Source: an optimization exercise on an open RTL-to-GDS flow (aim: small area and a short achievable clock period). Production flows keep margins and buffers that such runs may drop. Where RTL was checked, it was by simulation tests only, not by an equivalence proof against the original. For runs 4 to 6, only the layout was checked, not whether the RTL still works. No activity file was given, so power comes from the tool's default toggle rates.

## config.mk

```make
export PLATFORM = sky130hd
export DESIGN_NAME = fpa
export DESIGN_NICKNAME = fpa
export VERILOG_FILES = /design/flow/design.v
export SDC_FILE = /design/flow/constraint.sdc
export NUM_CORES = 4
export LEC_CHECK = 0
export ABC_AREA = 1
export CAP_MARGIN = 20
export CORE_MARGIN = 2
export CORE_UTILIZATION = 40
export CTS_BUF_LIST = sky130_fd_sc_hd__clkbuf_8
export SETUP_SLACK_MARGIN = 2.8
export SLEW_MARGIN = 20
```

## constraint.sdc

```tcl
create_clock -name core_clock -period 5.0 [get_ports {clk}]
set_input_delay 1.0000 -clock core_clock [delete_from_list [all_inputs] [get_ports {clk}]]
set_output_delay 1.0000 -clock core_clock [all_outputs]
set_load 0.01 [all_outputs]
```

## design.v

```verilog
module fpa(
  input  wire        clk,
  input  wire        reset,
  input  wire [11:0] A,
  input  wire [11:0] B,
  input  wire [11:0] C,
  input  wire [11:0] D,
  input  wire        pushin,
  output reg         pushout,
  output reg  [11:0] Z
);
  function automatic ge5(input [4:0] a, input [4:0] b);
    reg [4:0] g, n; reg g43, n43, g21, n21, g4_1, n4_1;
    begin
      g = ~a & b; n = ~(a & ~b);
      g43 = g[4] | (n[4] & g[3]);  n43 = n[4] & n[3];
      g21 = g[2] | (n[2] & g[1]);  n21 = n[2] & n[1];
      g4_1 = g43 | (n43 & g21);    n4_1 = n43 & n21;
      ge5 = ~(g4_1 | (n4_1 & g[0]));
    end
  endfunction
  wire [4:0] eA = A[10:6], eB = B[10:6], eC = C[10:6], eD = D[10:6];
  wire gAB = ge5(eA, eB), gAC = ge5(eA, eC), gAD = ge5(eA, eD);
  wire gBC = ge5(eB, eC), gBD = ge5(eB, eD), gCD = ge5(eC, eD);
  wire selA = gAB & gAC & gAD;
  wire selB = ~gAB & gBC & gBD;
  wire selC = ~gAC & ~gBC & gCD;
  wire selD = ~gAD & ~gBD & ~gCD;
  wire [4:0] mx0 = ({5{selA}} & eA) | ({5{selB}} & eB) | ({5{selC}} & eC) | ({5{selD}} & eD);
  reg [5:0] f1A, f1B, f1C, f1D;
  reg [4:0] e1A, e1B, e1C, e1D, mx1;
  reg [3:0] s1;
  reg       v1;
  always @(posedge clk) begin
    f1A <= A[5:0]; f1B <= B[5:0]; f1C <= C[5:0]; f1D <= D[5:0];
    e1A <= eA; e1B <= eB; e1C <= eC; e1D <= eD;
    s1  <= {A[11], B[11], C[11], D[11]};
    mx1 <= mx0;
    v1  <= reset ? 1'b0 : pushin;
  end
  function automatic [10:0] align(input [5:0] f, input [4:0] e, input [4:0] mx);
    reg [4:0] sh; reg [10:0] v;
    begin
      sh = mx - e;
      v = (|e) ? {1'b1, f, 4'b0000} : 11'd0;
      v = sh[0] ? {1'b0, v[10:1]} : v;
      v = sh[1] ? {2'b0, v[10:2]} : v;
      v = sh[2] ? {4'b0, v[10:4]} : v;
      v = sh[3] ? {8'b0, v[10:8]} : v;
      align = sh[4] ? 11'd0 : v;
    end
  endfunction
  reg [10:0] t2A, t2B, t2C, t2D;
  reg [3:0]  s2;
  reg [2:0]  nn2;
  reg [4:0]  mx2;
  reg        v2;
  always @(posedge clk) begin
    t2A <= align(f1A, e1A, mx1);
    t2B <= align(f1B, e1B, mx1);
    t2C <= align(f1C, e1C, mx1);
    t2D <= align(f1D, e1D, mx1);
    s2  <= s1;
    nn2 <= 3'd0 - (s1[3] + s1[2] + s1[1] + s1[0]);
    mx2 <= mx1;
    v2  <= reset ? 1'b0 : v1;
  end
  wire [13:0] q0 = {nn2,  t2A ^ {11{s2[3]}}};
  wire [13:0] q1 = {3'b0, t2B ^ {11{s2[2]}}};
  wire [13:0] q2 = {3'b0, t2C ^ {11{s2[1]}}};
  wire [13:0] q3 = {3'b0, t2D ^ {11{s2[0]}}};
  wire [13:0] a1 = q0 ^ q1 ^ q2;
  wire [13:0] b1 = {(q0[12:0] & q1[12:0]) | (q0[12:0] & q2[12:0]) | (q1[12:0] & q2[12:0]), s2[3]};
  wire [13:0] a2 = a1 ^ b1 ^ q3;
  wire [13:0] b2 = {(a1[12:0] & b1[12:0]) | (a1[12:0] & q3[12:0]) | (b1[12:0] & q3[12:0]), s2[2]};
  reg [13:0] g3, p3;
  reg [1:0]  s3;
  reg [4:0]  mx3;
  reg        v3;
  always @(posedge clk) begin
    g3  <= a2 & b2;
    p3  <= a2 ^ b2;
    s3  <= s2[1:0];
    mx3 <= mx2;
    v3  <= reset ? 1'b0 : v2;
  end
  reg [13:0] G, P;
  reg [13:0] Gn, Pn;
  integer i, lv;
  always @* begin
    G = g3; P = p3;
    G[0] = g3[0] | (p3[0] & s3[1]);
    P[0] = 1'b0;
    for (lv = 1; lv < 16; lv = lv * 2) begin
      Gn = G; Pn = P;
      for (i = 0; i < 14; i = i + 1)
        if ((i & lv) != 0) begin
          Gn[i] = G[i] | (P[i] & G[(i & ~(lv - 1)) - 1]);
          Pn[i] = P[i] & P[(i & ~(lv - 1)) - 1];
        end
      G = Gn; P = Pn;
    end
  end
  wire [13:0] cin = {G[12:0], s3[1]};
  wire [13:0] S   = p3 ^ cin;
  wire        sgn = S[13];
  reg [12:0] W4;
  reg        ci4, sgn4;
  reg [4:0]  mx4;
  reg        v4;
  always @(posedge clk) begin
    W4   <= S[12:0] ^ {13{sgn}};
    ci4  <= s3[0] ^ sgn;
    sgn4 <= sgn;
    mx4  <= mx3;
    v4   <= reset ? 1'b0 : v3;
  end
  wire [12:0] M;
  genvar gk;
  assign M[0] = W4[0] ^ ci4;
  generate for (gk = 1; gk < 13; gk = gk + 1) begin : g_inc
    assign M[gk] = W4[gk] ^ (ci4 & (&W4[gk-1:0]));
  end endgenerate
  wire        wz = ~|W4;
  reg [3:0] lzw;
  integer q;
  always @* begin
    lzw = 4'd15;
    for (q = 0; q < 13; q = q + 1)
      if (W4[q]) lzw = 4'd12 - q;
  end
  wire d3 = lzw[3], d2 = lzw[2], d1 = lzw[1], d0 = lzw[0];
  wire [13:0] N1 = d3 ? {M[5:0], 8'd0} : {1'b0, M};
  wire [13:0] N2 = d2 ? {N1[9:0], 4'd0} : N1;
  wire [13:0] N3 = d1 ? {N2[11:0], 2'd0} : N2;
  wire [13:0] N4 = d0 ? {N3[12:0], 1'b0} : N3;
  reg        sgn5, nz5, ov5;
  reg [5:0]  fr5;
  reg [3:0]  lz5;
  reg [4:0]  mx5;
  reg        v5;
  always @(posedge clk) begin
    sgn5 <= sgn4;
    nz5  <= ~wz | ci4;
    ov5  <= N4[13] | wz;             
    fr5  <= N4[13] ? 6'd0 : N4[11:6];
    lz5  <= wz ? 4'd13 : {d3, d2, d1, d0};
    mx5  <= mx4;
    v5   <= reset ? 1'b0 : v4;
  end
  wire [6:0] e7 = {2'b00, mx5} + {6'd0, ov5} + 7'd2 - {3'b000, lz5};
  wire zero  = ~nz5 | e7[6] | ~|e7[5:1];                    
  wire sathi = ~e7[6] & (e7[5] | &e7[4:0]);                  
  wire e30   = ~e7[6] & ~e7[5] & (e7[4:0] == 5'd30);
  wire sat   = sathi | (e30 & fr5[5] & fr5[4] & (|fr5[3:0]));
  wire [11:0] res = zero ? 12'h000 : sat ? {sgn5, 5'b11110, 6'b110000} : {sgn5, e7[4:0], fr5};
  always @(posedge clk) begin
    Z       <= res;
    pushout <= reset ? 1'b0 : v5;
  end
endmodule
```

## flow/run.sh

```bash
#!/bin/bash
set -euo pipefail
export BUFFER_PORTS_ARGS="-buffer_cell sky130_fd_sc_hd__buf_1"
export CTS_ARGS="-sink_clustering_enable -repair_clock_nets -dont_use_dummy_load -buf_list sky130_fd_sc_hd__clkbuf_8"
bash standard.sh > standard.log 2>&1
```

## standard.sh

```bash
#!/bin/bash
# synth_recipe.tcl (not shown) runs the flow's synth.tcl, then flattens the netlist and writes it again
# the make line also repeats each setting of config.mk as NAME=value (left out here)
make -C /OpenROAD-flow-scripts/flow DESIGN_CONFIG=/design/flow/config.mk WORK_HOME=/design/flow/orfs CLKGATE_MAP_FILE= SYNTH_SCRIPT=/design/flow/synth_recipe.tcl "${@:-finish}"
```

==> metrics.log, run 1 <==
[metrics] outcome: no timing/DRC/antenna violations
[metrics] max-cap viol count: 0
[metrics] final net count: between 1,000 and 1,500
[metrics] Critical Path AT: about 2.5 ns
[metrics] final routed wirelength across all metal layers: about 18,000 um
[metrics] max-slew violation count: 0
[metrics] post-route worst hold slack: around 0.33 ns
[metrics] largest net degree at the start of global routing: 19
[metrics] Mapped Area: ~0.0094 mm2
[metrics] post-route clock period utilization: a little over two fifths
[metrics] critical setup path kind: reg2reg
[metrics] maximum clock frequency: ~0.46 GHz
[metrics] layout cell share with drive strength beyond 1: between 10% and 20%
[metrics] first-pass GRT wire length: 30,100 um
[metrics] Syn-to-layout area delta: 13.0%
[metrics] cells along the critical path: ha_2, or2_4, ha_4, or2_4, nand3_2, nand2_2, nand3_2, nand3_4, nand3_2, nand3b_1, nand2_4, clkbuf_16, xnor2_1
[metrics] cell class contributing the biggest share of worst-path delay: simple AND/OR/NAND/NOR gates
[metrics] flop-to-flop setup slack: around 2.8 ns
[metrics] total via count in the routed design: 7,156
[metrics] antenna violations before repair: 0
[metrics] leftover overflow at the end of global routing: 0
[metrics] Static Leakage: just under 5 nW
[metrics] Setup Viol. Count Final: 0
[metrics] number of global-route vias before repair: 6,537
[metrics] number of storage elements in the synthesis netlist: about 200
[metrics] Starting Density: 40.5%
[metrics] Total Negative Setup Slacks: 0 ns
[metrics] final HPWL from detailed placement: 14,500 um
[metrics] net count after synthesis: ~1,300
[metrics] required time reported for the critical path endpoint: around 5.4 ns
[metrics] PD cells: 614 mW/mm2
[metrics] worst-skew pair later-pin latency: about 0.46 ns
[metrics] slowest cell on the critical path: sky130_fd_sc_hd__dfxtp_2
[metrics] width of the die: about 160 um
[metrics] cts bufs inserted: 17
[metrics] clock tree from TritonCTS: built
[metrics] pre-CTS setup slack: 2.36 ns
[metrics] dominant register cell in the synthesized netlist: sky130_fd_sc_hd__dfxtp_1
[metrics] Antenna Diode Count: 0
[metrics] clock input transition at the sequential cells of the worst setup and hold paths: 0.09 ns
[metrics] detail-routed net length per standard cell: around 12 um
[metrics] unrepaired setup endpoints after global routing: true
[metrics] number of DRC violations after detailed routing: 0
[metrics] count of buffering cells on the critical path with inverters included: 1
[metrics] Worst IR Drop VDD: 0.223 mV
[metrics] utilization after layout: a little under half
[metrics] Post-Syn Instances: 1,148
[metrics] Root Buffer Master: sky130_fd_sc_hd__clkbuf_8
[metrics] synthesized area per cell: 8.23 um2
[metrics] CP endpoint kind: flip-flop
[metrics] count of flip-flops with a built-in enable after synthesis: 0
[metrics] vias per std cell: about 4.6
[metrics] number of routed nets with antenna violations: 0
[metrics] hold violation count in the final report: 0
[metrics] All-Layer GR Usage: 15.2%
[metrics] detailed router's first-iteration violation count: about 280
[metrics] Core Region: roughly 0.023 mm2
[metrics] number of standard-cell rows in the floorplan: between 50 and 60
[metrics] maximum fanout count along the critical path: 6
[metrics] Most common cell on crit path: sky130_fd_sc_hd__nand3_2
[metrics] share of synthesized area occupied by flip-flops and latches: a little over two fifths
[metrics] TritonCTS Sinks: just under 200
[metrics] Synth cell types: 44
[metrics] number of levels in the clock H-tree: 4
[metrics] overall power consumption: 6.56 mW
[metrics] async set-reset flop share out of synthesis: 0%
[metrics] Slew @ Worst Pin: around 0.61 ns
[metrics] number of synthesis warnings: 1
[metrics] Period minus WS final: around 2.2 ns
[metrics] height of the die: about 160 um
[metrics] class of the worst hold path: reg2reg
[metrics] delay contributed by the slowest stage of the critical path: around 0.31 ns
[metrics] first drt pass iteration count: 4
[metrics] last weighted congestion value of the routability-driven placer: around 0.9
[metrics] I/O Pins: between 60 and 70
[metrics] Slew headroom: ~60%
[metrics] final critical-path setup slack: between 2 and 3 ns
[metrics] largest buffer count on any clock path: 2
[metrics] Clock Skews: 0.0368 ns
[metrics] quantity of I/O buffers inserted on ports: between 60 and 70
[metrics] overall die area: roughly 0.025 mm2
[metrics] hold buffer count at CTS: 0
[metrics] crit start category: flip-flop
==> what timing repair did <==
action,4_1_cts,5_1_grt
pin swaps,6,21
endpoints found under the setup margin,86,81
setup buffers,4,11
gates cloned,0,1
resized for setup,22,56
==> report_power, final <==
| group | switching (mW) | leakage, nW | total (mW) | internal (mW) |
|---|---|---|---|---|
| logic | 1.97 | 3.17 | 3.44 | 1.47 |
| clock network | 0.448 | 0.122 | 0.750 | 0.301 |
| registers | 0.278 | 1.66 | 2.37 | 2.09 |
==> area by class of cell <==
cell class,count,area (um2)
Fill cell,2295,12700
Multi-Input combinational cell,758,4990
Sequential cell,199,4000
Inverter,176,663
Tap cell,319,399
Timing Repair Buffer,79,388
Clock buffer,17,234
==> final timing paths <==
check	cells after the start	to	start
setup reg to reg	13	ci4	p3[0]
hold / removal	0	mx4[3]	mx3[3]
hold reg to reg	0	mx4[3]	mx3[3]
setup / recovery	13	ci4	p3[0]
==> state kept, by name, summed over array words and instances, names as in the netlist, 6 cells and up <==
register	flops
Z	12
f1A	6
f1C	6
t2C	11
f1B	6
t2B	11
t2A	11
W4	13
fr5	6
p3	14
f1D	6
t2D	11
g3	13
==> logic make-up (layout without fill, tap and decap cells) <==
logic type	after synthesis	count (layout)	synth area share (%)
buffers and inverters	191	272	7.80
flip-flops	199	199	42.2
multiplexers	2	2	0.344
adder cells (fa/ha/maj)	77	77	12.4
AO/OA/AOI/OAI	133	133	7.92
AND/OR/NAND/NOR	462	462	21.5
XOR/XNOR	84	84	7.79
==> layout by cell type, fill, tap and decap left out, types with 4 or more instances in the layout <==
| cell | synthesis | layout |
|---|---|---|
| sky130_fd_sc_hd__xnor2_1 | 64 | 57 |
| sky130_fd_sc_hd__nor2_2 | 4 | 6 |
| sky130_fd_sc_hd__nand4_1 | 18 | 18 |
| sky130_fd_sc_hd__nor2_1 | 95 | 91 |
| sky130_fd_sc_hd__a21oi_1 | 35 | 35 |
| sky130_fd_sc_hd__buf_1 | 4 | 63 |
| sky130_fd_sc_hd__dfxtp_1 | 199 | 192 |
| sky130_fd_sc_hd__a22oi_1 | 5 | 5 |
| sky130_fd_sc_hd__nor3_1 | 12 | 12 |
| sky130_fd_sc_hd__inv_1 | 170 | 161 |
| sky130_fd_sc_hd__fa_1 | 28 | 23 |
| sky130_fd_sc_hd__buf_4 | 0 | 12 |
| sky130_fd_sc_hd__nor2_4 | 2 | 4 |
| sky130_fd_sc_hd__clkbuf_8 | 0 | 17 |
| sky130_fd_sc_hd__nand2_2 | 5 | 12 |
| sky130_fd_sc_hd__nand2_4 | 3 | 4 |
| sky130_fd_sc_hd__nand3_1 | 66 | 60 |
| sky130_fd_sc_hd__o21ai_0 | 51 | 46 |
| sky130_fd_sc_hd__xor2_2 | 0 | 4 |
| sky130_fd_sc_hd__ha_1 | 49 | 43 |
| sky130_fd_sc_hd__o21ai_1 | 4 | 8 |
| sky130_fd_sc_hd__fa_2 | 0 | 5 |
| sky130_fd_sc_hd__xnor2_2 | 0 | 7 |
| sky130_fd_sc_hd__nand3_2 | 6 | 11 |
| sky130_fd_sc_hd__xor2_1 | 20 | 16 |
| sky130_fd_sc_hd__nand2_1 | 238 | 230 |
| sky130_fd_sc_hd__dfxtp_2 | 0 | 4 |
| sky130_fd_sc_hd__inv_2 | 6 | 14 |
| sky130_fd_sc_hd__ha_4 | 0 | 5 |
| sky130_fd_sc_hd__o22ai_1 | 26 | 25 |
==> per-layer routing <==
layer | part of all wire (%) | track usage (%) | up-vias
met5 | 0 | 0 | -
met4 | 1.1 | 4.24 | 0
met3 | 3.4 | 3.20 | 14
met2 | 50 | 26.9 | 120
met1 | 46 | 18.6 | 3239
li1 | - | - | 3783
==> cells in the mapped netlist, types with 3 or more instances <==
| cell | n | area, um2 |
|---|---|---|
| sky130_fd_sc_hd__nand2_2 | 5 | 31.3 |
| sky130_fd_sc_hd__xnor2_1 | 64 | 561 |
| sky130_fd_sc_hd__inv_2 | 6 | 22.5 |
| sky130_fd_sc_hd__nor2_2 | 4 | 25.0 |
| sky130_fd_sc_hd__nand4_1 | 18 | 113 |
| sky130_fd_sc_hd__dfxtp_1 | 199 | 3980 |
| sky130_fd_sc_hd__nand2_4 | 3 | 33.8 |
| sky130_fd_sc_hd__fa_1 | 28 | 561 |
| sky130_fd_sc_hd__inv_1 | 170 | 638 |
| sky130_fd_sc_hd__xor2_1 | 20 | 175 |
| sky130_fd_sc_hd__buf_1 | 4 | 15.0 |
| sky130_fd_sc_hd__o21ai_0 | 51 | 255 |
| sky130_fd_sc_hd__o21ai_1 | 4 | 20.0 |
| sky130_fd_sc_hd__nand3_2 | 6 | 60.1 |
| sky130_fd_sc_hd__o211ai_1 | 3 | 22.5 |
| sky130_fd_sc_hd__a21oi_1 | 35 | 175 |
| sky130_fd_sc_hd__or2_2 | 3 | 18.8 |
| sky130_fd_sc_hd__nor3_1 | 12 | 60.1 |
| sky130_fd_sc_hd__o21a_1 | 3 | 22.5 |
| sky130_fd_sc_hd__nand3_1 | 66 | 330 |
| sky130_fd_sc_hd__o22ai_1 | 26 | 163 |
| sky130_fd_sc_hd__clkbuf_1 | 8 | 30.0 |
| sky130_fd_sc_hd__nor2_1 | 95 | 357 |
| sky130_fd_sc_hd__a22oi_1 | 5 | 37.5 |
| sky130_fd_sc_hd__ha_1 | 49 | 613 |
| sky130_fd_sc_hd__nand2_1 | 238 | 893 |
==> per-stage QoR <==
step	std cells	cell area [um2]
final	1548	10700
after global routing	1548	10700
after CTS	1536	10400
after detailed placement	1515	10000
after global placement	1515	10000
after floorplan	1148	9450
==> run 2, diff against run 1 <==
--- a/config.mk
+++ b/config.mk
@@ -12,3 +12,3 @@
 export CTS_BUF_LIST = sky130_fd_sc_hd__clkbuf_8
-export SETUP_SLACK_MARGIN = 2.8
+export SETUP_SLACK_MARGIN = 2.5
 export SLEW_MARGIN = 20
==> metrics.log, run 2 <==
[metrics] outcome: no timing/DRC/antenna violations
[metrics] Root Buffer Master: sky130_fd_sc_hd__clkbuf_8
[metrics] detailed router's first-iteration violation count: 321 (+14%)
[metrics] highest-count cells in the layout ignoring fill and taps: 236 x sky130_fd_sc_hd__nand2_1, 197 x sky130_fd_sc_hd__dfxtp_1, 169 x sky130_fd_sc_hd__inv_1
[metrics] launch point of the worst hold path: mx3[3]
[metrics] TritonCTS Sinks: 199 (unchanged)
[metrics] maximum clock frequency: 0.412 GHz (-11%)
[metrics] clock tree from TritonCTS: built
[metrics] Total Negative Setup Slacks: 0 ns (unchanged)
[metrics] Static Leakage: 4.83 nW (-2.5%)
[metrics] most common cell in the synthesized netlist: sky130_fd_sc_hd__nand2_1
[metrics] required time reported for the critical path endpoint: 5.32 ns (-0.04 ns)
[metrics] count of buffering cells on the critical path with inverters included: 1 (unchanged)
[metrics] leading registers by flop count: p3 (14), W4 (13), g3 (13)
[metrics] Final Instance Area: 0.0103 mm2 (-3.4%)
[metrics] Syn-to-layout area delta: 9.22%
[metrics] Internal Power: 3.64 mW (-5.7%)
[metrics] net count after synthesis: 1,276 (unchanged)
[metrics] layout cell share with drive strength beyond 1: 5.43% (-5.0 points)
[metrics] FF/Latch Area: 0.00399 mm2 (-0.34%)
[metrics] delay contributed by the slowest stage of the critical path: 0.74 ns (+0.43 ns)
[metrics] total via count in the routed design: 7,063 (-1.3%)
[metrics] crit start category: flip-flop
[metrics] worst-skew pair later-pin latency: 0.46 ns (about the same)
[metrics] number of storage elements in the synthesis netlist: 199 (unchanged)
[metrics] top cells by area, synth: sky130_fd_sc_hd__dfxtp_1 42%, sky130_fd_sc_hd__nand2_1 9.5%, sky130_fd_sc_hd__inv_1 6.8%
[metrics] All-Layer GR Usage: 15.5% (+0.28 points)
[metrics] detail-routed net length per standard cell: 11.7 um (-2.0%)
[metrics] async set-reset flop share out of synthesis: 0% (unchanged)
[metrics] Synth cell types: 44 (unchanged)
[metrics] maximum fanout count along the critical path: 12 (+6)
[metrics] largest net degree at the start of global routing: 21 (+2)
[metrics] first drt pass iteration count: 5 (+1)
[metrics] Slew headroom: 56.3% (-3.2 points)
[metrics] area of placed instances: 0.0100 mm2 (unchanged)
[metrics] Antenna Diode Count: 0 (unchanged)
[metrics] WHS Path Cells: 0 (unchanged)
[metrics] depth of the worst register-to-register path: 5 (-8)
[metrics] vias per std cell: 4.60 (-0.46%)
[metrics] worst min-delay path endpoint: mx4[3]
[metrics] count of flip-flops with a built-in enable after synthesis: 0 (unchanged)
[metrics] cell accounting for the most synthesized area: sky130_fd_sc_hd__dfxtp_1
[metrics] most used standard cells in the synthesized netlist: 238 x sky130_fd_sc_hd__nand2_1, 199 x sky130_fd_sc_hd__dfxtp_1, 170 x sky130_fd_sc_hd__inv_1
[metrics] portion of total power attributed to combinational logic: 49.8% (-2.7 points)
[metrics] sequential group share of total power: 38.0% (+1.9 points)
[metrics] PD cells: 600 mW/mm2 (-2.3%)
[metrics] quantity of I/O buffers inserted on ports: 63 (unchanged)
[metrics] switching power of the nets: 2.55 mW (-5.4%)
[metrics] antenna violations before repair: 0 (unchanged)
[metrics] register bank with the most flops: p3
[metrics] CP endpoint kind: flip-flop
[metrics] number of global-route vias before repair: 6,682 (+2.2%)
[metrics] final critical-path setup slack: 2.57 ns (-0.272 ns)
[metrics] Clock Power Share: 12.2% (+0.8 points)
[metrics] met3 usage: 3.34% (+0.14 points)
[metrics] synthesized area per cell: 8.23 um2 (unchanged)
[metrics] sw frac: 41.2% (+0.061 points)
[metrics] max-cap viol count: 0 (unchanged)
[metrics] cts bufs inserted: 17 (unchanged)
[metrics] final net count: 1,346 (-0.96%)
[metrics] number of standard-cell rows in the floorplan: 56 (unchanged)
[metrics] class of the worst hold path: reg2reg
[metrics] final routed wirelength across all metal layers: 18,000 um (-2.8%)
[metrics] Starting Density: 40.5% (unchanged)
[metrics] Core Region: 0.0233 mm2 (unchanged)
[metrics] Period minus WS final: 2.43 ns (+0.272 ns)
[metrics] Setup Viol. Count Final: 0 (unchanged)
[metrics] cells along the critical path: xnor2_1, fa_1, fa_1, inv_1, ha_1
[metrics] RR Startpoint: s2[2]
[metrics] global-route met1 utilization: 19.1% (+0.51 points)
[metrics] post-route clock period utilization: 48.5% (+5.4 points)
[metrics] Most common cell on crit path: sky130_fd_sc_hd__fa_1
[metrics] first-pass GRT wire length: 30,700 um (+2.2%)
[metrics] share of synthesized area occupied by flip-flops and latches: 42.2% (unchanged)
[metrics] height of the die: 158 um (unchanged)
[metrics] Slew @ Worst Pin: 0.654 ns (+0.0486 ns)
[metrics] leftover overflow at the end of global routing: 0 (unchanged)
[metrics] number of filler instances in the final layout: 2,341 (+2.0%)
[metrics] Post-Syn Instances: 1,148 (unchanged)
[metrics] multi-input gate area in the final layout: 0.00476 mm2 (-4.6%)
[metrics] Critical Path AT: 2.75 ns (+0.23 ns)
[metrics] number of synthesis warnings: 1 (unchanged)
[metrics] number of levels in the clock H-tree: 4 (unchanged)
[metrics] width of the die: 158 um (unchanged)
[metrics] pre-CTS setup slack: 2.45 ns (+0.0859 ns)
[metrics] worst setup path startpoint: s2[2]
[metrics] cell class contributing the biggest share of worst-path delay: adder cells
[metrics] Reg2Reg Capture Point: p3[9]
[metrics] number of DRC violations after detailed routing: 0 (unchanged)
[metrics] unrepaired setup endpoints after global routing: false
[metrics] flop-to-flop setup slack: 2.57 ns (-0.27 ns)
[metrics] final HPWL from detailed placement: 14,500 um (-0.53%)
[metrics] most common cell after layout, fill and taps aside: sky130_fd_sc_hd__nand2_1
[metrics] max-slew violation count: 0 (unchanged)
[metrics] clock input transition at the sequential cells of the worst setup and hold paths: 0.11 ns (+0.02 ns)
[metrics] hold violation count in the final report: 0 (unchanged)
[metrics] I/O Pins: 64 (unchanged)
[metrics] largest buffer count on any clock path: 2 (unchanged)
[metrics] global-route met2 utilization: 27.2% (+0.25 points)
[metrics] last weighted congestion value of the routability-driven placer: 0.889 (+0.18%)
[metrics] Mapped Area: 0.00944 mm2 (unchanged)
[metrics] slowest cell on the critical path: sky130_fd_sc_hd__dfxtp_1
[metrics] overall die area: 0.0249 mm2 (unchanged)
[metrics] busiest grt layer: met2
[metrics] utilization after layout: 44.2% (-1.5 points)
[metrics] area fraction of the dominant cell type after synthesis: 42.2% (unchanged)
[metrics] number of flip-flops in the largest register: 14 (unchanged)
[metrics] Worst IR Drop VDD: 0.187 mV (-16%)
[metrics] Clock Skews: 0.0325 ns (-0.00431 ns)
[metrics] post-route worst hold slack: 0.298 ns (-0.0297 ns)
[metrics] dominant register cell in the synthesized netlist: sky130_fd_sc_hd__dfxtp_1
[metrics] critical setup path kind: reg2reg
[metrics] number of routed nets with antenna violations: 0 (unchanged)
run 2: cell count changes in the layout (fill, tap and decap cells not counted), moves of 5 or more:
cell                      delta
sky130_fd_sc_hd__xnor2_2     -7
sky130_fd_sc_hd__inv_2       -7
sky130_fd_sc_hd__dfxtp_1     +5
sky130_fd_sc_hd__buf_4      -10
sky130_fd_sc_hd__nand2_2     -5
sky130_fd_sc_hd__inv_1       +8
sky130_fd_sc_hd__xnor2_1     +7
sky130_fd_sc_hd__nand2_1     +6
sky130_fd_sc_hd__nand3_1     +5
run 2: worst register-to-register path, delay by kind of cell (launching register included):
| kind | cells | cell delay [ns] |
|---|---|---|
| xor+xnor | 1 | 0.28 |
| fa+ha+maj | 3 | 1.27 |
| buf+inv | 1 | 0.04 |
| flops | 1 | 0.74 |
run 2: routing by layer:
| layer | routed length (um) | vias up |
|---|---|---|
| li1 | - | 3765 |
| met1 | 8340 | 3173 |
| met2 | 8820 | 105 |
| met3 | 570 | 20 |
| met4 | 245 | 0 |
| met5 | 0 | - |
run 2: worst max-delay path by stage:
| stage | to | slack, ns | cells past startpoint |
|---|---|---|---|
| final | p3[9] | 2.57 | 5 |
| after global routing | Z[1] | 2.50 | 11 |
| after CTS | Z[1] | 2.57 | 12 |
| after detailed placement | mx1[3] | 2.45 | 10 |
| after global placement | mx1[1] | 2.43 | 9 |
| after floorplan | p3[2] | 2.66 | 6 |
run 2: cell type report:
type | count | area share (%)
Inverter | 176 | 6.41
Multi-Input combinational cell | 758 | 46.2
Sequential cell | 199 | 38.7
Tap cell | 319 | 3.87
Clock buffer | 17 | 2.27
Timing Repair Buffer | 66 | 2.63
run 2: power by group through the flow:
stage,clock (mW),sequential (mW),combinational [mW]
6_report,0.753,2.35,3.09
3_5_place_dp,0,2.40,3.04
5_1_grt,0.861,2.41,3.67
2_1_floorplan,0,2.32,2.44
4_1_cts,0.794,2.36,3.05
3_3_place_gp,0,2.39,3.00
run 2: logic make-up after synthesis:
logic type	after synthesis	share of synthesized area [%]
AND/OR/NAND/NOR	462	21.5
flip-flops	199	42.2
buffers and inverters	191	7.80
AO/OA/AOI/OAI	133	7.92
XOR/XNOR	84	7.79
adder cells (fa/ha/maj)	77	12.4
multiplexers	2	0.344
run 2: per-stage QoR:
stage	total power, mW	instances
after floorplan	4.77	1148
after global placement	5.39	1515
after detailed placement	5.44	1515
after CTS	6.21	1532
after global routing	6.93	1535
final	6.19	1535
run 2: what timing repair did:
item,in CTS,in global routing
buffers inserted,0,3
hold buffers,0,0
endpoints found under the setup margin,0,37
resized for setup,0,14
==> run 3, diff against run 2 <==
--- a/config.mk
+++ b/config.mk
@@ -12,3 +12,3 @@
 export CTS_BUF_LIST = sky130_fd_sc_hd__clkbuf_8
-export SETUP_SLACK_MARGIN = 2.5
+export SETUP_SLACK_MARGIN = 2.7
 export SLEW_MARGIN = 20
==> metrics.log, run 3 <==
[metrics] count of flip-flops with a built-in enable after synthesis: 0 (unchanged)
[metrics] utilization after layout: 44.7% (+0.48 points)
[metrics] first-pass GRT wire length: 29,800 um (-3.0%)
[metrics] net count after synthesis: 1,276 (unchanged)
[metrics] dominant register cell in the synthesized netlist: sky130_fd_sc_hd__dfxtp_1
[metrics] PD cells: 602 mW/mm2 (+0.31%)
[metrics] first drt pass iteration count: 4 (-1)
[metrics] total via count in the routed design: 7,089 (+0.37%)
[metrics] Syn-to-layout area delta: 10.4%
[metrics] number of synthesis warnings: 1 (unchanged)
[metrics] Starting Density: 40.5% (unchanged)
[metrics] All-Layer GR Usage: 15.1% (-0.39 points)
[metrics] number of standard-cell rows in the floorplan: 56 (unchanged)
[metrics] class of the worst hold path: reg2reg
[metrics] largest buffer count on any clock path: 2 (unchanged)
[metrics] Core Region: 0.0233 mm2 (unchanged)
[metrics] number of filler instances in the final layout: 2,312 (-1.2%)
[metrics] largest net degree at the start of global routing: 19 (-9.5%)
[metrics] required time reported for the critical path endpoint: 5.32 ns (about the same)
[metrics] number of storage elements in the synthesis netlist: 199 (unchanged)
[metrics] FF/Latch Area: 0.00399 mm2 (about the same)
[metrics] most common cell in the synthesized netlist: sky130_fd_sc_hd__nand2_1
[metrics] maximum clock frequency: 0.459 GHz (+11%)
[metrics] number of DRC violations after detailed routing: 0 (unchanged)
[metrics] Antenna Diode Count: 0 (unchanged)
[metrics] final routed wirelength across all metal layers: 18,200 um (+1.4%)
[metrics] Worst IR Drop VDD: 0.208 mV (+11%)
[metrics] quantity of I/O buffers inserted on ports: 63 (unchanged)
[metrics] Critical Path AT: 2.50 ns (-0.25 ns)
[metrics] vias per std cell: 4.61 (+0.24%)
[metrics] Post-Syn Instances: 1,148 (unchanged)
[metrics] depth of the worst register-to-register path: 14 (+9)
[metrics] Static Leakage: 4.86 nW (+0.55%)
[metrics] flop-to-flop setup slack: 2.82 ns (+0.25 ns)
[metrics] detail-routed net length per standard cell: 11.9 um (+1.3%)
[metrics] overall power consumption: 6.28 mW (+1.4%)
[metrics] Total Negative Setup Slacks: 0 ns (unchanged)
[metrics] number of global-route vias before repair: 6,487 (-2.9%)
[metrics] most common cell after layout, fill and taps aside: sky130_fd_sc_hd__nand2_1
[metrics] share of synthesized area occupied by flip-flops and latches: 42.2% (unchanged)
[metrics] Root Buffer Master: sky130_fd_sc_hd__clkbuf_8
[metrics] worst min-delay path endpoint: mx4[3]
[metrics] max-cap viol count: 0 (unchanged)
[metrics] I/O Pins: 64 (unchanged)
[metrics] antenna violations before repair: 0 (unchanged)
[metrics] number of flip-flops in the largest register: 14 (unchanged)
[metrics] layout cell share with drive strength beyond 1: 6.90% (+1.5 points)
[metrics] number of levels in the clock H-tree: 4 (unchanged)
[metrics] WHS Path Cells: 0 (unchanged)
[metrics] Slew @ Worst Pin: 0.602 ns (-0.0527 ns)
[metrics] metal3 WL: 604 um (+6.0%)
[metrics] Setup Viol. Count Final: 0 (unchanged)
[metrics] multi-input gate area in the final layout: 0.00484 mm2 (+1.6%)
[metrics] maximum fanout count along the critical path: 6 (-6)
[metrics] RR Startpoint: p3[0]
[metrics] crit start category: flip-flop
[metrics] Period minus WS final: 2.18 ns (-0.246 ns)
[metrics] launch point of the worst hold path: mx3[3]
[metrics] top cells by area, synth: sky130_fd_sc_hd__dfxtp_1 42%, sky130_fd_sc_hd__nand2_1 9.5%, sky130_fd_sc_hd__inv_1 6.8%
[metrics] clock tree from TritonCTS: built
[metrics] worst-skew pair later-pin latency: 0.46 ns (about the same)
[metrics] CP endpoint kind: flip-flop
[metrics] overall die area: 0.0249 mm2 (unchanged)
[metrics] unrepaired setup endpoints after global routing: false
[metrics] height of the die: 158 um (unchanged)
[metrics] leftover overflow at the end of global routing: 0 (unchanged)
[metrics] critical setup path kind: reg2reg
[metrics] final net count: 1,348 (+0.15%)
[metrics] width of the die: 158 um (unchanged)
[metrics] cts bufs inserted: 17 (unchanged)
[metrics] outcome: no timing/DRC/antenna violations
[metrics] TritonCTS Sinks: 199 (unchanged)
[metrics] leading registers by flop count: p3 (14), W4 (13), g3 (13)
[metrics] cell accounting for the most synthesized area: sky130_fd_sc_hd__dfxtp_1
[metrics] most used standard cells in the synthesized netlist: 238 x sky130_fd_sc_hd__nand2_1, 199 x sky130_fd_sc_hd__dfxtp_1, 170 x sky130_fd_sc_hd__inv_1
[metrics] DRT met1 WL: 8440 um (+1.2%)
[metrics] detailed router's first-iteration violation count: 278 (-13%)
[metrics] Clock Skews: 0.0317 ns (-0.000793 ns)
[metrics] synthesized area per cell: 8.23 um2 (unchanged)
[metrics] Reg2Reg Capture Point: W4[5]
[metrics] last weighted congestion value of the routability-driven placer: 0.887 (-0.18%)
[metrics] hold violation count in the final report: 0 (unchanged)
[metrics] area fraction of the dominant cell type after synthesis: 42.2% (unchanged)
[metrics] async set-reset flop share out of synthesis: 0% (unchanged)
[metrics] post-route clock period utilization: 43.6% (-4.9 points)
[metrics] Mapped Area: 0.00944 mm2 (unchanged)
[metrics] Slew headroom: 59.8% (+3.5 points)
[metrics] clock input transition at the sequential cells of the worst setup and hold paths: 0.09 ns (-0.02 ns)
[metrics] Synth cell types: 44 (unchanged)
[metrics] post-route worst hold slack: 0.328 ns (+0.0304 ns)
[metrics] top routing layer used: met4
[metrics] max-slew violation count: 0 (unchanged)
[metrics] detailed route wirelength on metal2: 8940 um (+1.3%)
[metrics] highest-count cells in the layout ignoring fill and taps: 235 x sky130_fd_sc_hd__nand2_1, 194 x sky130_fd_sc_hd__dfxtp_1, 169 x sky130_fd_sc_hd__inv_1
[metrics] register bank with the most flops: p3
[metrics] final HPWL from detailed placement: 14,500 um (+0.53%)
[metrics] number of routed nets with antenna violations: 0 (unchanged)
## run 3: changes by cell type in the layout (fill, tap and decap cells not counted), sizes merged
cell | previous run | this run
buf | 66 | 67
clkbuf | 17 | 18
## run 3: worst max-delay path: stages, from the launching register on
cell and delay, ns:
sky130_fd_sc_hd__dfxtp_2 0.31, sky130_fd_sc_hd__ha_1 0.18, sky130_fd_sc_hd__or2_4 0.22, sky130_fd_sc_hd__ha_2 0.16, sky130_fd_sc_hd__or2_1 0.25, sky130_fd_sc_hd__nand3_2 0.08, sky130_fd_sc_hd__nand2_2 0.07, sky130_fd_sc_hd__nand3_2 0.09
sky130_fd_sc_hd__nand3_4 0.10, sky130_fd_sc_hd__nand3_2 0.11, sky130_fd_sc_hd__nand2_2 0.05, sky130_fd_sc_hd__nand2_2 0.08, sky130_fd_sc_hd__nand2_4 0.09, sky130_fd_sc_hd__clkbuf_16 0.18, sky130_fd_sc_hd__xnor2_1 0.11
## run 3: how the worst max path moves through the flow
stage                     startpoint  endpoint  slack, ns  cells past startpoint
after floorplan                s2[3]    p3[10]       2.88                      6
after global placement         B[10]    mx1[1]       2.41                     10
after detailed placement        B[8]    mx1[3]       2.36                     10
after CTS                      p3[0]     W4[7]       2.70                     14
after global routing           p3[0]    W4[11]       2.68                     14
final                          p3[0]     W4[5]       2.82                     14
## run 3: cell families (layout without fill, tap and decap cells)
| logic type | count (synthesis) | after routing | synth area share [%] |
|---|---|---|---|
| simple gates | 462 | 462 | 21.5 |
| fa+ha+maj | 77 | 77 | 12.4 |
| buf+inv | 191 | 261 | 7.80 |
| compound gates | 133 | 133 | 7.92 |
| mux | 2 | 2 | 0.344 |
| xor+xnor | 84 | 84 | 7.79 |
| flops | 199 | 199 | 42.2 |
## run 3: where the power goes
part	switching (mW)	internal, mW	total (mW)
combinational	1.87	1.30	3.17
clock	0.448	0.301	0.749
sequential	0.270	2.09	2.36
total	2.59	3.69	6.28
## run 3: area by class of cell
class                      instances  share of cell area (%)
multi-input combinational        758                    46.4
clock buffer                      17                    2.24
sequential                       199                    38.3
tap                              319                    3.83
inverter                         176                    6.34
timing repair buffer              68                    2.92
## run 3: timing repair
| item | CTS | global route |
|---|---|---|
| pin swaps | 3 | 10 |
| endpoints found under the setup margin | 35 | 62 |
| hold endpoints to repair | 0 | 0 |
| hold buffers | 0 | 0 |
| gates cloned | 0 | 1 |
| buffers inserted | 1 | 3 |
| gates resized for setup | 8 | 26 |
## run 3: through the flow
step / worst slack [ns] / instances / instance area [um2]
2_1_floorplan: 2.88 / 1148 / 9450
3_3_place_gp: 2.41 / 1515 / 10000
3_5_place_dp: 2.36 / 1515 / 10000
4_1_cts: 2.70 / 1533 / 10300
5_1_grt: 2.68 / 1537 / 10400
6_report: 2.82 / 1537 / 10400
## run 3: routing by layer
layer  vias up  global-route usage (%)
li1       3758                       -
met1      3185                    18.5
met2       127                    26.7
met3        19                    3.20
met4         0                    4.29
met5         -                       0
==> run 4, diff against run 3 <==
--- a/design.v
+++ b/design.v
@@ -75,3 +75,3 @@
   wire [13:0] b2 = {(a1[12:0] & b1[12:0]) | (a1[12:0] & q3[12:0]) | (b1[12:0] & q3[12:0]), s2[2]};
-  reg [13:0] g3, p3;
+  reg [13:0] g3, t3;    
   reg [1:0]  s3;
@@ -81,3 +81,3 @@
     g3  <= a2 & b2;
-    p3  <= a2 ^ b2;
+    t3  <= a2 | b2;
     s3  <= s2[1:0];
@@ -86,2 +86,3 @@
   end
+  wire [13:0] p3 = t3 & ~g3;
   reg [13:0] G, P;
@@ -90,4 +91,4 @@
   always @* begin
-    G = g3; P = p3;
-    G[0] = g3[0] | (p3[0] & s3[1]);
+    G = g3; P = t3;
+    G[0] = g3[0] | (t3[0] & s3[1]);
     P[0] = 1'b0;
==> metrics.log, run 4 <==
[metrics] outcome: no timing/DRC/antenna violations
[metrics] number of flip-flops in the largest register: 14 (unchanged)
[metrics] number of storage elements in the synthesis netlist: 199 (unchanged)
[metrics] Root Buffer Master: sky130_fd_sc_hd__clkbuf_8
[metrics] width of the die: 160 um (+1.4%)
[metrics] final net count: 1,447 (+7.3%)
[metrics] Post-Syn Instances: 1,266 (+10%)
[metrics] count of flip-flops with a built-in enable after synthesis: 0 (unchanged)
[metrics] Mapped Area: 0.00972 mm2 (+2.9%)
[metrics] max-cap viol count: 0 (unchanged)
[metrics] share of synthesized area occupied by flip-flops and latches: 41.0% (-1.2 points)
[metrics] All-Layer GR Usage: 15.7% (+0.58 points)
[metrics] most common cell in the synthesized netlist: sky130_fd_sc_hd__nand2_1
[metrics] area fraction of the dominant cell type after synthesis: 41.0% (-1.2 points)
[metrics] leading registers by flop count: t3 (14), W4 (13), g3 (13)
[metrics] Total Negative Setup Slacks: 0 ns (unchanged)
[metrics] first drt pass iteration count: 5 (+1)
[metrics] total via count in the routed design: 7,668 (+8.2%)
[metrics] cell class contributing the biggest share of worst-path delay: adder cells
[metrics] detailed router's first-iteration violation count: 355 (+28%)
[metrics] Period minus WS final: 2.28 ns (+0.0972 ns)
[metrics] quantity of I/O buffers inserted on ports: 63 (unchanged)
[metrics] largest buffer count on any clock path: 2 (unchanged)
[metrics] detail-routed net length per standard cell: 11.8 um (-0.74%)
[metrics] Slew @ Worst Pin: 0.609 ns (+0.00793 ns)
[metrics] count of buffering cells on the critical path with inverters included: 4 (+3)
[metrics] slowest cell on the critical path: sky130_fd_sc_hd__fa_2
[metrics] CP endpoint kind: flip-flop
[metrics] I/O Pins: 64 (unchanged)
[metrics] unrepaired setup endpoints after global routing: true
[metrics] synthesized area per cell: 7.68 um2 (-6.7%)
[metrics] post-route clock period utilization: 45.5% (+1.9 points)
[metrics] top cells by area, synth: sky130_fd_sc_hd__dfxtp_1 41%, sky130_fd_sc_hd__nand2_1 12%, sky130_fd_sc_hd__inv_1 7.7%
[metrics] Most common cell on crit path: sky130_fd_sc_hd__inv_2
[metrics] Starting Density: 40.3% (-0.15 points)
[metrics] class of the worst hold path: reg2reg
[metrics] vias per std cell: 4.62 (+0.21%)
[metrics] antenna violations before repair: 0 (unchanged)
[metrics] register bank with the most flops: t3
[metrics] Slew headroom: 59.3% (-0.53 points)
[metrics] hold buffer count at CTS: 0 (unchanged)
[metrics] number of standard-cell rows in the floorplan: 57 (+1.8%)
[metrics] clock tree from TritonCTS: built
[metrics] required time reported for the critical path endpoint: 5.36 ns (+0.04 ns)
[metrics] cells along the critical path: inv_1, ha_1, inv_2, ha_4, fa_2, nand3_2, nand2_2, xor2_2, inv_2, nand4_1, buf_4, o21ai_4, a21oi_1
[metrics] largest net degree at the start of global routing: 20 (+1)
[metrics] first-pass GRT wire length: 33,000 um (+11%)
[metrics] number of global-route vias before repair: 7,255 (+12%)
[metrics] number of levels in the clock H-tree: 4 (unchanged)
[metrics] number of synthesis warnings: 1 (unchanged)
[metrics] dominant register cell in the synthesized netlist: sky130_fd_sc_hd__dfxtp_1
[metrics] maximum clock frequency: 0.439 GHz (-4.3%)
[metrics] Syn-to-layout area delta: 9.67%
[metrics] maximum fanout count along the critical path: 7 (+1)
[metrics] hold violation count in the final report: 0 (unchanged)
[metrics] delay contributed by the slowest stage of the critical path: 0.35 ns (+0.04 ns)
[metrics] overall power consumption: 6.54 mW (+4.2%)
[metrics] Static Leakage: 5.21 nW (+7.2%)
[metrics] async set-reset flop share out of synthesis: 0% (unchanged)
[metrics] net count after synthesis: 1,376 (+7.8%)
[metrics] overall die area: 0.0256 mm2 (+2.9%)
[metrics] Synth cell types: 46 (+4.5%)
[metrics] number of DRC violations after detailed routing: 0 (unchanged)
[metrics] Worst IR Drop VDD: 0.205 mV (-1.4%)
[metrics] highest-count cells in the layout ignoring fill and taps: 320 x sky130_fd_sc_hd__nand2_1, 198 x sky130_fd_sc_hd__inv_1, 195 x sky130_fd_sc_hd__dfxtp_1
[metrics] layout cell share with drive strength beyond 1: 7.79% (+0.89 points)
[metrics] TritonCTS Sinks: 199 (unchanged)
[metrics] crit start category: flip-flop
[metrics] last weighted congestion value of the routability-driven placer: 0.872 (-1.7%)
[metrics] leftover overflow at the end of global routing: 0 (unchanged)
[metrics] Core Region: 0.0241 mm2 (+3.3%)
[metrics] max-slew violation count: 0 (unchanged)
[metrics] final routed wirelength across all metal layers: 19,500 um (+7.1%)
[metrics] Clock Skews: 0.0437 ns (+0.0120 ns)
[metrics] worst-skew pair later-pin latency: 0.46 ns (about the same)
[metrics] number of routed nets with antenna violations: 0 (unchanged)
[metrics] most used standard cells in the synthesized netlist: 321 x sky130_fd_sc_hd__nand2_1, 200 x sky130_fd_sc_hd__inv_1, 199 x sky130_fd_sc_hd__dfxtp_1
[metrics] clock input transition at the sequential cells of the worst setup and hold paths: 0.11 ns (+0.02 ns)
[metrics] cell accounting for the most synthesized area: sky130_fd_sc_hd__dfxtp_1
[metrics] height of the die: 160 um (+1.4%)
[metrics] critical setup path kind: reg2reg
[metrics] Critical Path AT: 2.63 ns (+0.13 ns)
[metrics] Setup Viol. Count Final: 0 (unchanged)
[metrics] PD cells: 614 mW/mm2 (+1.9%)
[metrics] cts bufs inserted: 17 (unchanged)
[metrics] most common cell after layout, fill and taps aside: sky130_fd_sc_hd__nand2_1
[metrics] Antenna Diode Count: 0 (unchanged)
[metrics] final HPWL from detailed placement: 15,600 um (+7.3%)
[run 4: cell types whose count changed after synthesis, sizes merged, moves of 7 or more]
cell / previous run / this run
a21oi: 36 / 45
ha: 49 / 31
inv: 176 / 214
nand2: 246 / 335
nand3: 72 / 63
nand4: 18 / 25
nor2: 102 / 116
xnor2: 64 / 19
xor2: 20 / 54
[run 4: where the power goes]
part           internal (mW)  switching [mW]  total [mW]
sequential              2.05           0.252        2.30
combinational           1.29            2.20        3.49
clock                  0.302           0.451       0.753
total                   3.64            2.90        6.54
[run 4: worst register-to-register path: cells and delay by family (launching register included)]
| family | cells | cell delay (ns) |
|---|---|---|
| AOI/OAI and AO/OA | 2 | 0.30 |
| DFF | 1 | 0.32 |
| buffers and inverters | 4 | 0.33 |
| and+or+nand+nor | 3 | 0.28 |
| adders and majority gates | 3 | 0.78 |
| xor gates and xnor gates | 1 | 0.16 |
[run 4: final cells by class]
class / instances / area, um2
tap: 324 / 405
multi-input combinational: 836 / 4950
sequential: 199 / 3990
fill: 2540 / 13400
clock buffer: 17 / 234
timing repair buffer: 68 / 274
inverter: 215 / 811
[run 4: worst paths after layout]
path	start	to	slack, ns	cells after the start
min	mx4[0]	mx5[0]	0.29	0
max	mx5[0]	Z[5]	2.72	13
min reg2reg	mx4[0]	mx5[0]	0.29	0
max reg2reg	mx5[0]	Z[5]	2.72	13
[run 4: per-stage QoR]
| stage | instance area (um2) | setup slack, ns | hold WS (ns) | util, % | cells |
|---|---|---|---|---|---|
| floorplan | 9720 | 2.71 | 0.310 | - | 1266 |
| global placement | 10300 | 2.46 | 0.314 | 42.6 | 1637 |
| detailed placement | 10300 | 2.48 | 0.312 | 42.6 | 1637 |
| CTS | 10500 | 2.69 | 0.286 | 43.7 | 1655 |
| global route | 10700 | 2.60 | 0.305 | 44.2 | 1659 |
| finish | 10700 | 2.72 | 0.290 | 44.2 | 1659 |
[run 4: metal layers]
metal / wire length (um) / track usage, % / vias to the layer above
met2: 9730 / 28.4 / 147
met4: 490 / 5.32 / 0
li1: - / - / 4071
met1: 8630 / 18.6 / 3417
met5: 0 / 0 / -
met3: 681 / 2.88 / 33
[run 4: repair_timing]
action | CTS | global route
setup buffers | 1 | 4
gates resized for setup | 7 | 23
setup endpoints to repair | 35 | 64
pin swaps | 4 | 8
[run 4: logic make-up (layout without fill, tap and decap cells)]
group           after synthesis  in the layout  synth area share (%)
compound gates              140            140                  8.28
xor+xnor                     73             73                  6.66
fa+ha+maj                    59             59                  9.76
buf+inv                     231            300                  9.18
flops                       199            199                  41.0
simple gates                564            564                  25.1
==> run 5, diff against run 4 <==
--- a/design.v
+++ b/design.v
@@ -75,3 +75,3 @@
   wire [13:0] b2 = {(a1[12:0] & b1[12:0]) | (a1[12:0] & q3[12:0]) | (b1[12:0] & q3[12:0]), s2[2]};
-  reg [13:0] g3, t3;    
+  reg [13:0] a3, b3;    
   reg [1:0]  s3;
@@ -80,4 +80,4 @@
   always @(posedge clk) begin
-    g3  <= a2 & b2;
-    t3  <= a2 | b2;
+    a3  <= a2;
+    b3  <= b2;
     s3  <= s2[1:0];
@@ -86,2 +86,3 @@
   end
+  wire [13:0] g3 = a3 & b3, t3 = a3 | b3;
   wire [13:0] p3 = t3 & ~g3;
==> metrics.log, run 5 <==
[metrics] number of routed nets with antenna violations: 0 (unchanged)
[metrics] final routed wirelength across all metal layers: 19,100 um (-2.4%)
[metrics] TritonCTS Sinks: 199 (unchanged)
[metrics] outcome: no timing/DRC/antenna violations
[metrics] last weighted congestion value of the routability-driven placer: 0.922 (+5.7%)
[metrics] WHS Path Cells: 0 (unchanged)
[metrics] overall power consumption: 6.50 mW (-0.72%)
[metrics] Setup Viol. Count Final: 0 (unchanged)
[metrics] first drt pass iteration count: 6 (+1)
[metrics] number of standard-cell rows in the floorplan: 56 (-1.8%)
[metrics] maximum fanout count along the critical path: 7 (unchanged)
[metrics] cts bufs inserted: 17 (unchanged)
[metrics] async set-reset flop share out of synthesis: 0% (unchanged)
[metrics] Clock Skews: 0.0327 ns (-0.0109 ns)
[metrics] sw frac: 42.0% (-2.3 points)
[metrics] multi-input gate area in the final layout: 0.00497 mm2 (+0.40%)
[metrics] Period minus WS final: 2.23 ns (-0.0504 ns)
[metrics] xor-xnor portion of the synthesized cell area: 7.76% (+1.1 points)
[metrics] Slew @ Worst Pin: 0.719 ns (+0.109 ns)
[metrics] critical setup path kind: reg2reg
[metrics] dominant combinational cell family by area after synthesis: simple AND/OR/NAND/NOR gates
[metrics] Clock Power Share: 11.6% (about the same)
[metrics] post-synthesis share of cell area spent on and, or, nand and nor gates: 20.4% (-4.7 points)
[metrics] layout cell share with drive strength beyond 1: 9.11% (+1.3 points)
[metrics] cell accounting for the most synthesized area: sky130_fd_sc_hd__dfxtp_1
[metrics] quantity of I/O buffers inserted on ports: 63 (unchanged)
[metrics] number of synthesis warnings: 1 (unchanged)
[metrics] unrepaired setup endpoints after global routing: true
[metrics] Core Region: 0.0235 mm2 (-2.6%)
[metrics] count of flip-flops with a built-in enable after synthesis: 0 (unchanged)
[metrics] Root Buffer Master: sky130_fd_sc_hd__clkbuf_8
[metrics] clock input transition at the sequential cells of the worst setup and hold paths: 0.11 ns (about the same)
[metrics] hold buffer count at CTS: 0 (unchanged)
[metrics] post-route clock period utilization: 44.5% (-1.0 points)
[metrics] leading registers by flop count: a3 (14), W4 (13), b3 (13)
[metrics] number of global-route vias before repair: 6,951 (-4.2%)
[metrics] switching power of the nets: 2.73 mW (-5.9%)
[metrics] All-Layer GR Usage: 15.3% (-0.38 points)
[metrics] leftover overflow at the end of global routing: 0 (unchanged)
[metrics] first-pass GRT wire length: 31,600 um (-4.3%)
[metrics] Mapped Area: 0.00959 mm2 (-1.4%)
[metrics] Antenna Diode Count: 0 (unchanged)
[metrics] net count after synthesis: 1,304 (-5.2%)
[metrics] worst-skew pair later-pin latency: 0.47 ns (about the same)
[metrics] flop-to-flop setup slack: 2.77 ns (+0.05 ns)
[metrics] max-slew violation count: 0 (unchanged)
[metrics] top cells by area, synth: sky130_fd_sc_hd__dfxtp_1 42%, sky130_fd_sc_hd__nand2_1 9.0%, sky130_fd_sc_hd__inv_1 7.4%
[metrics] largest buffer count on any clock path: 2 (unchanged)
[metrics] Slew headroom: 52.0% (-7.3 points)
[metrics] final net count: 1,390 (-3.9%)
[metrics] width of the die: 159 um (-0.66%)
[metrics] vias per std cell: 4.64 (+0.49%)
[metrics] PD cells: 607 mW/mm2 (-1.1%)
[metrics] RR Startpoint: mx5[0]
[metrics] detail-routed net length per standard cell: 12.1 um (+3.1%)
[metrics] overall die area: 0.0252 mm2 (-1.3%)
[metrics] crit start category: flip-flop
[metrics] dominant register cell in the synthesized netlist: sky130_fd_sc_hd__dfxtp_1
[metrics] Synth Area in Compound Gates: 8.03% (-0.25 points)
[metrics] Cells after DPL: 1,537 (-6.1%)
[metrics] Post-Syn Instances: 1,167 (-7.8%)
[metrics] hold violation count in the final report: 0 (unchanged)
[metrics] final cell count without fillers: 1,570 (-5.4%)
[metrics] final HPWL from detailed placement: 15,000 um (-3.5%)
[metrics] Syn-to-layout area delta: 11.7%
[metrics] clock tree from TritonCTS: built
[metrics] portion of netlist area occupied by mux cells: 0.104% (+0.10 points)
[metrics] total via count in the routed design: 7,292 (-4.9%)
[metrics] most common cell in the synthesized netlist: sky130_fd_sc_hd__nand2_1
[metrics] worst min-delay path endpoint: sgn5
[metrics] synthesized area per cell: 8.22 um2 (+7.0%)
[metrics] Adder-Cell Fraction of Synth Area: 13.8% (+4.0 points)
[metrics] CP endpoint kind: flip-flop
[metrics] area fraction of the dominant cell type after synthesis: 41.6% (+0.56 points)
[metrics] depth of the worst register-to-register path: 11 (-2)
[metrics] Starting Density: 40.8% (+0.53 points)
[metrics] share of synthesized area occupied by flip-flops and latches: 41.6% (+0.56 points)
[metrics] number of filler instances in the final layout: 2,347 (-7.6%)
[metrics] Static Leakage: 5.17 nW (-0.72%)
[metrics] Total Negative Setup Slacks: 0 ns (unchanged)
[metrics] Internal Power: 3.77 mW (+3.4%)
[metrics] number of levels in the clock H-tree: 4 (unchanged)
[metrics] class of the worst hold path: reg2reg
[metrics] launch point of the worst hold path: sgn4
[metrics] number of flip-flops in the largest register: 14 (unchanged)
[metrics] antenna violations before repair: 0 (unchanged)
[metrics] post-route worst hold slack: 0.312 ns (+0.0222 ns)
[metrics] most used standard cells in the synthesized netlist: 231 x sky130_fd_sc_hd__nand2_1, 199 x sky130_fd_sc_hd__dfxtp_1, 190 x sky130_fd_sc_hd__inv_1
[metrics] highest-count cells in the layout ignoring fill and taps: 225 x sky130_fd_sc_hd__nand2_1, 192 x sky130_fd_sc_hd__dfxtp_1, 181 x sky130_fd_sc_hd__inv_1
[metrics] number of storage elements in the synthesis netlist: 199 (unchanged)
[metrics] Worst IR Drop VDD: 0.207 mV (+1.1%)
[metrics] most common cell after layout, fill and taps aside: sky130_fd_sc_hd__nand2_1
[metrics] max-cap viol count: 0 (unchanged)
[metrics] number of DRC violations after detailed routing: 0 (unchanged)
[metrics] Critical Path AT: 2.57 ns (-0.06 ns)
[metrics] I/O Pins: 64 (unchanged)
[metrics] register bank with the most flops: a3
[metrics] Reg2Reg Capture Point: Z[10]
[metrics] detailed router's first-iteration violation count: 327 (-7.9%)
[metrics] required time reported for the critical path endpoint: 5.34 ns (-0.02 ns)
[metrics] Synth cell types: 42 (-8.7%)
[metrics] FF/Latch Area: 0.00399 mm2 (about the same)
[metrics] maximum clock frequency: 0.449 GHz (+2.3%)
[metrics] largest net degree at the start of global routing: 22 (+10%)
[metrics] height of the die: 159 um (-0.66%)
[metrics] sequential group share of total power: 36.2% (+1.0 points)
[metrics] portion of total power attributed to combinational logic: 52.1% (-1.2 points)
==> run 5: timing repair <==
action,in CTS,in global routing
setup buffers,1,15
setup endpoints to repair,27,71
pin swaps,5,24
resized for setup,8,46
==> run 5: cell families after synthesis <==
family / Yosys count
compound gates: 138
xor+xnor: 85
fa+ha+maj: 86
buf+inv: 209
flops: 199
mux: 1
simple gates: 449
==> run 5: metal layers <==
metal,GRT usage (%),share of wire (%),up-vias
met3,2.74,3.3,28
met1,17.7,44,3291
li1,-,-,3829
met2,28.0,50,144
met5,0,0,-
met4,5.55,1.7,0
==> run 5: worst max path at each step <==
| stage | to | slack (ns) | depth (start not counted) | startpoint |
|---|---|---|---|---|
| global route | Z[10] | 2.62 | 12 | mx5[0] |
| floorplan | W4[9] | 2.79 | 14 | a3[0] |
| finish | Z[10] | 2.77 | 11 | mx5[0] |
| CTS | Z[10] | 2.68 | 11 | lz5[2] |
| detailed placement | mx1[4] | 2.51 | 11 | C[10] |
| global placement | mx1[3] | 2.51 | 11 | C[10] |
==> run 5: layout make-up <==
class	instances	share of cell area, %
clock buffers	17	2.19
inverters	197	6.95
multi-input cells	759	46.4
flip-flops and latches	199	37.3
well taps	319	3.73
repair buffers	79	3.45
==> run 5: per-stage QoR <==
stage	cell area [um2]	util [%]	setup WS [ns]
after floorplan	9590	-	2.79
after global placement	10200	43.3	2.51
after detailed placement	10200	43.3	2.51
after CTS	10400	44.5	2.68
after global routing	10700	45.6	2.62
final	10700	45.6	2.77
==> run 5: critical path, cell delays in order (launching register included) <==
cell and delay [ns]:
sky130_fd_sc_hd__dfxtp_2 0.33, sky130_fd_sc_hd__inv_2 0.04, sky130_fd_sc_hd__ha_4 0.25, sky130_fd_sc_hd__inv_2 0.04, sky130_fd_sc_hd__ha_4 0.15, sky130_fd_sc_hd__fa_2 0.36, sky130_fd_sc_hd__buf_4 0.14, sky130_fd_sc_hd__xor2_1 0.13
sky130_fd_sc_hd__inv_1 0.09, sky130_fd_sc_hd__nand4_1 0.18, sky130_fd_sc_hd__o21ai_4 0.35, sky130_fd_sc_hd__a21oi_2 0.05
==> run 5: power groups by stage <==
stage	clock (mW)	sequential, mW	combinational (mW)
2_1_floorplan	0	2.32	2.43
3_3_place_gp	0	2.38	3.00
3_5_place_dp	0	2.39	3.05
4_1_cts	0.792	2.35	3.10
5_1_grt	0.851	2.42	3.92
6_report	0.756	2.35	3.39
==> run 6, diff against run 5 <==
--- a/design.v
+++ b/design.v
@@ -108,4 +108,4 @@
   wire        sgn = S[13];
-  reg [12:0] W4;
-  reg        ci4, sgn4;
+  reg [12:0] S4;
+  reg        sD4, sgn4;
   reg [4:0]  mx4;
@@ -113,4 +113,4 @@
   always @(posedge clk) begin
-    W4   <= S[12:0] ^ {13{sgn}};
-    ci4  <= s3[0] ^ sgn;
+    S4   <= S[12:0];
+    sD4  <= s3[0];
     sgn4 <= sgn;
@@ -119,2 +119,4 @@
   end
+  wire [12:0] W4  = S4 ^ {13{sgn4}};     
+  wire        ci4 = sD4 ^ sgn4;
   wire [12:0] M;
==> metrics.log, run 6 <==
[metrics] number of storage elements in the synthesis netlist: 199 (unchanged)
[metrics] final HPWL from detailed placement: 15,400 um (+2.2%)
[metrics] clock tree from TritonCTS: built
[metrics] class of the worst hold path: reg2reg
[metrics] required time reported for the critical path endpoint: 5.38 ns (+0.04 ns)
[metrics] cell class contributing the biggest share of worst-path delay: compound AO/OA/AOI/OAI gates
[metrics] post-route worst hold slack: 0.317 ns (+0.00509 ns)
[metrics] Reg2Reg Capture Point: Z[2]
[metrics] worst-skew pair later-pin latency: 0.47 ns (about the same)
[metrics] Starting Density: 41.0% (+0.11 points)
[metrics] post-route clock period utilization: 44.7% (+0.17 points)
[metrics] critical setup path kind: reg2reg
[metrics] hold violation count in the final report: 0 (unchanged)
[metrics] vias per std cell: 4.70 (+1.1%)
[metrics] largest buffer count on any clock path: 2 (unchanged)
[metrics] detail-routed net length per standard cell: 12.2 um (+0.37%)
[metrics] I/O Pins: 64 (unchanged)
[metrics] Root Buffer Master: sky130_fd_sc_hd__clkbuf_8
[metrics] cells along the critical path: inv_2, ha_4, ha_4, a21oi_2, nand2_1, a21o_1, a21oi_2, xor2_2, nand4_1, buf_4, nand3_4, nor2_1
[metrics] utilization after layout: 46.0% (+0.35 points)
[metrics] area of placed instances: 0.0102 mm2 (+0.63%)
[metrics] total via count in the routed design: 7,426 (+1.8%)
[metrics] quantity of I/O buffers inserted on ports: 63 (unchanged)
[metrics] Period minus WS final: 2.23 ns (+0.00864 ns)
[metrics] final routed wirelength across all metal layers: 19,300 um (+1.1%)
[metrics] Mapped Area: 0.00967 mm2 (+0.86%)
[metrics] maximum clock frequency: 0.447 GHz (-0.39%)
[metrics] Final Instance Area: 0.0109 mm2 (+1.4%)
[metrics] outcome: no timing/DRC/antenna violations
[metrics] Clock Skews: 0.0453 ns (+0.0126 ns)
[metrics] count of flip-flops with a built-in enable after synthesis: 0 (unchanged)
[metrics] net count after synthesis: 1,317 (+1.0%)
[metrics] first drt pass iteration count: 5 (-1)
[metrics] async set-reset flop share out of synthesis: 0% (unchanged)
[metrics] Core Region: 0.0236 mm2 (+0.60%)
[metrics] antenna violations before repair: 0 (unchanged)
[metrics] most common cell in the synthesized netlist: sky130_fd_sc_hd__nand2_1
[metrics] final critical-path setup slack: 2.77 ns (-0.00864 ns)
[metrics] width of the die: 159 um (+0.42%)
[metrics] clock input transition at the sequential cells of the worst setup and hold paths: 0.12 ns (about the same)
[metrics] max-cap viol count: 0 (unchanged)
[metrics] number of global-route vias before repair: 7,031 (+1.2%)
[metrics] first-pass GRT wire length: 32,300 um (+2.3%)
[metrics] max-slew violation count: 0 (unchanged)
[metrics] synthesized area per cell: 8.19 um2 (-0.33%)
[metrics] layout cell share with drive strength beyond 1: 9.51% (+0.40 points)
[metrics] number of standard-cell rows in the floorplan: 56 (unchanged)
[metrics] cts bufs inserted: 17 (unchanged)
[metrics] detailed router's first-iteration violation count: 289 (-12%)
[metrics] top cells by area, synth: sky130_fd_sc_hd__dfxtp_1 41%, sky130_fd_sc_hd__nand2_1 9.1%, sky130_fd_sc_hd__inv_1 7.0%
[metrics] Post-Syn Instances: 1,181 (+1.2%)
[metrics] register bank with the most flops: a3
[metrics] number of filler instances in the final layout: 2,323 (-1.0%)
[metrics] Slew @ Worst Pin: 0.677 ns (-0.0423 ns)
[metrics] crit start category: flip-flop
[metrics] maximum fanout count along the critical path: 5 (-2)
[metrics] cell accounting for the most synthesized area: sky130_fd_sc_hd__dfxtp_1
[metrics] number of synthesis warnings: 1 (unchanged)
[metrics] hold buffer count at CTS: 0 (unchanged)
[metrics] Critical Path AT: 2.62 ns (+0.05 ns)
[metrics] final net count: 1,400 (+0.72%)
[metrics] overall die area: 0.0254 mm2 (+0.84%)
[metrics] WP depth: 12 (+1)
[metrics] Total Negative Setup Slacks: 0 ns (unchanged)
[metrics] All-Layer GR Usage: 15.5% (+0.19 points)
[metrics] number of flip-flops in the largest register: 14 (unchanged)
[metrics] delay contributed by the slowest stage of the critical path: 0.33 ns (-0.03 ns)
[metrics] area fraction of the dominant cell type after synthesis: 41.2% (-0.35 points)
[metrics] Slew headroom: 54.8% (+2.8 points)
[metrics] Syn-to-layout area delta: 12.2%
[metrics] most common cell after layout, fill and taps aside: sky130_fd_sc_hd__nand2_1
-- run 6: changes by cell type in the layout (fill, tap and decap cells not counted), sizes merged, moves of 9 or more --
| cell | delta |
|---|---|
| nor3 | +9 |
| nand2 | +9 |
| nand4 | -9 |
| inv | -10 |
| nor2 | +13 |
| xor2 | -13 |
-- run 6: layout make-up --
class                   count  area, um2  area share (%)
repair buffers             78        353            3.25
multi-input cells         784       5180            47.7
clock buffers              17        234            2.16
well taps                 319        399            3.68
flip-flops and latches    199       3990            36.8
inverters                 184        693            6.39
-- run 6: cell families (layout without fill, tap and decap cells) --
family                   count (synthesis)  after routing  share of synthesized area [%]
adder cells (fa/ha/maj)                 85             85                           13.6
AND/OR/NAND/NOR                        475            475                           21.3
buffers and inverters                  198            279                           7.94
AO/OA/AOI/OAI                          146            146                           8.91
flip-flops                             199            199                           41.2
XOR/XNOR                                74             74                           6.70
multiplexers                             4              4                          0.414
-- run 6: report_power, final --
| part | internal [mW] | total [mW] | switching (mW) | leakage, nW |
|---|---|---|---|---|
| clock network | 0.301 | 0.746 | 0.445 | 0.122 |
| logic | 1.42 | 3.67 | 2.25 | 3.38 |
| registers | 2.08 | 2.34 | 0.263 | 1.66 |
| total | 3.80 | 6.76 | 2.96 | 5.17 |
-- run 6: how the worst min path moves through the flow --
stage	startpoint	to	slack, ns	depth (start not counted)
floorplan	nn2[1]	a3[12]	0.31	0
global placement	mx4[4]	mx5[4]	0.31	0
detailed placement	mx2[4]	mx3[4]	0.31	0
CTS	mx3[4]	mx4[4]	0.32	0
global route	mx3[3]	mx4[3]	0.32	0
finish	mx3[4]	mx4[4]	0.32	0
-- run 6: per-stage QoR --
step                cells  power (mW)
floorplan            1181        4.94
global placement     1549        5.65
detailed placement   1549        5.70
CTS                  1570        6.62
global route         1581        7.50
finish               1581        6.76
-- run 6: routing by layer --
layer	wire length (um)	share of wire, %	track usage [%]	vias to the layer above
met3	675	3.5	3.26	28
met5	0	0	0	-
met2	9400	49	27.1	156
met4	478	2.5	5.83	0
li1	-	-	-	3900
met1	8720	45	18.7	3342
-- run 6: what timing repair did --
action | 4_1_cts | 5_1_grt
setup endpoints to repair | 34 | 76
gates resized for setup | 25 | 48
pin swaps | 12 | 26
setup buffers | 4 | 11
gates cloned | 0 | 0

## port drivers added, routing unchanged
No port has a modelled driver above. Below, the same layouts with a new extraction and two added sets of constraints.
Step 1 assumes that a clkbuf_16 drives the clock port and a buf_2 every other input.
Step 2 times the ports against the registers' clock, not the clock port: input delays grow and output delays shrink by t, the midpoint of the rising clock arrivals with the driver on.
Slacks: ideal / step 1 / step 2; pairs: ideal / step 1.
| run | t (ns) | setup slack, ns | worst setup path at the end | latest minus earliest clock arrival (ns) |
|---|---|---|---|---|
| run 1 | 0.489 | 2.846 / 2.846 / 2.521 | input to register | 0.037 / 0.037 |
| run 2 | 0.482 | 2.574 / 2.574 / 2.398 | input to register | 0.043 / 0.043 |
| run 3 | 0.489 | 2.820 / 2.820 / 2.437 | input to register | 0.035 / 0.035 |
| run 4 | 0.486 | 2.723 / 2.723 / 2.474 | input to register | 0.045 / 0.045 |
| run 5 | 0.499 | 2.774 / 2.774 / 2.462 | input to register | 0.039 / 0.039 |
| run 6 | 0.486 | 2.765 / 2.765 / 2.433 | input to register | 0.057 / 0.057 |
After both steps every run listed still meets setup and hold. For run 3, which loses most, drivers alone change the setup slack by 0.000 ns; drivers and shift together by -0.383 ns.
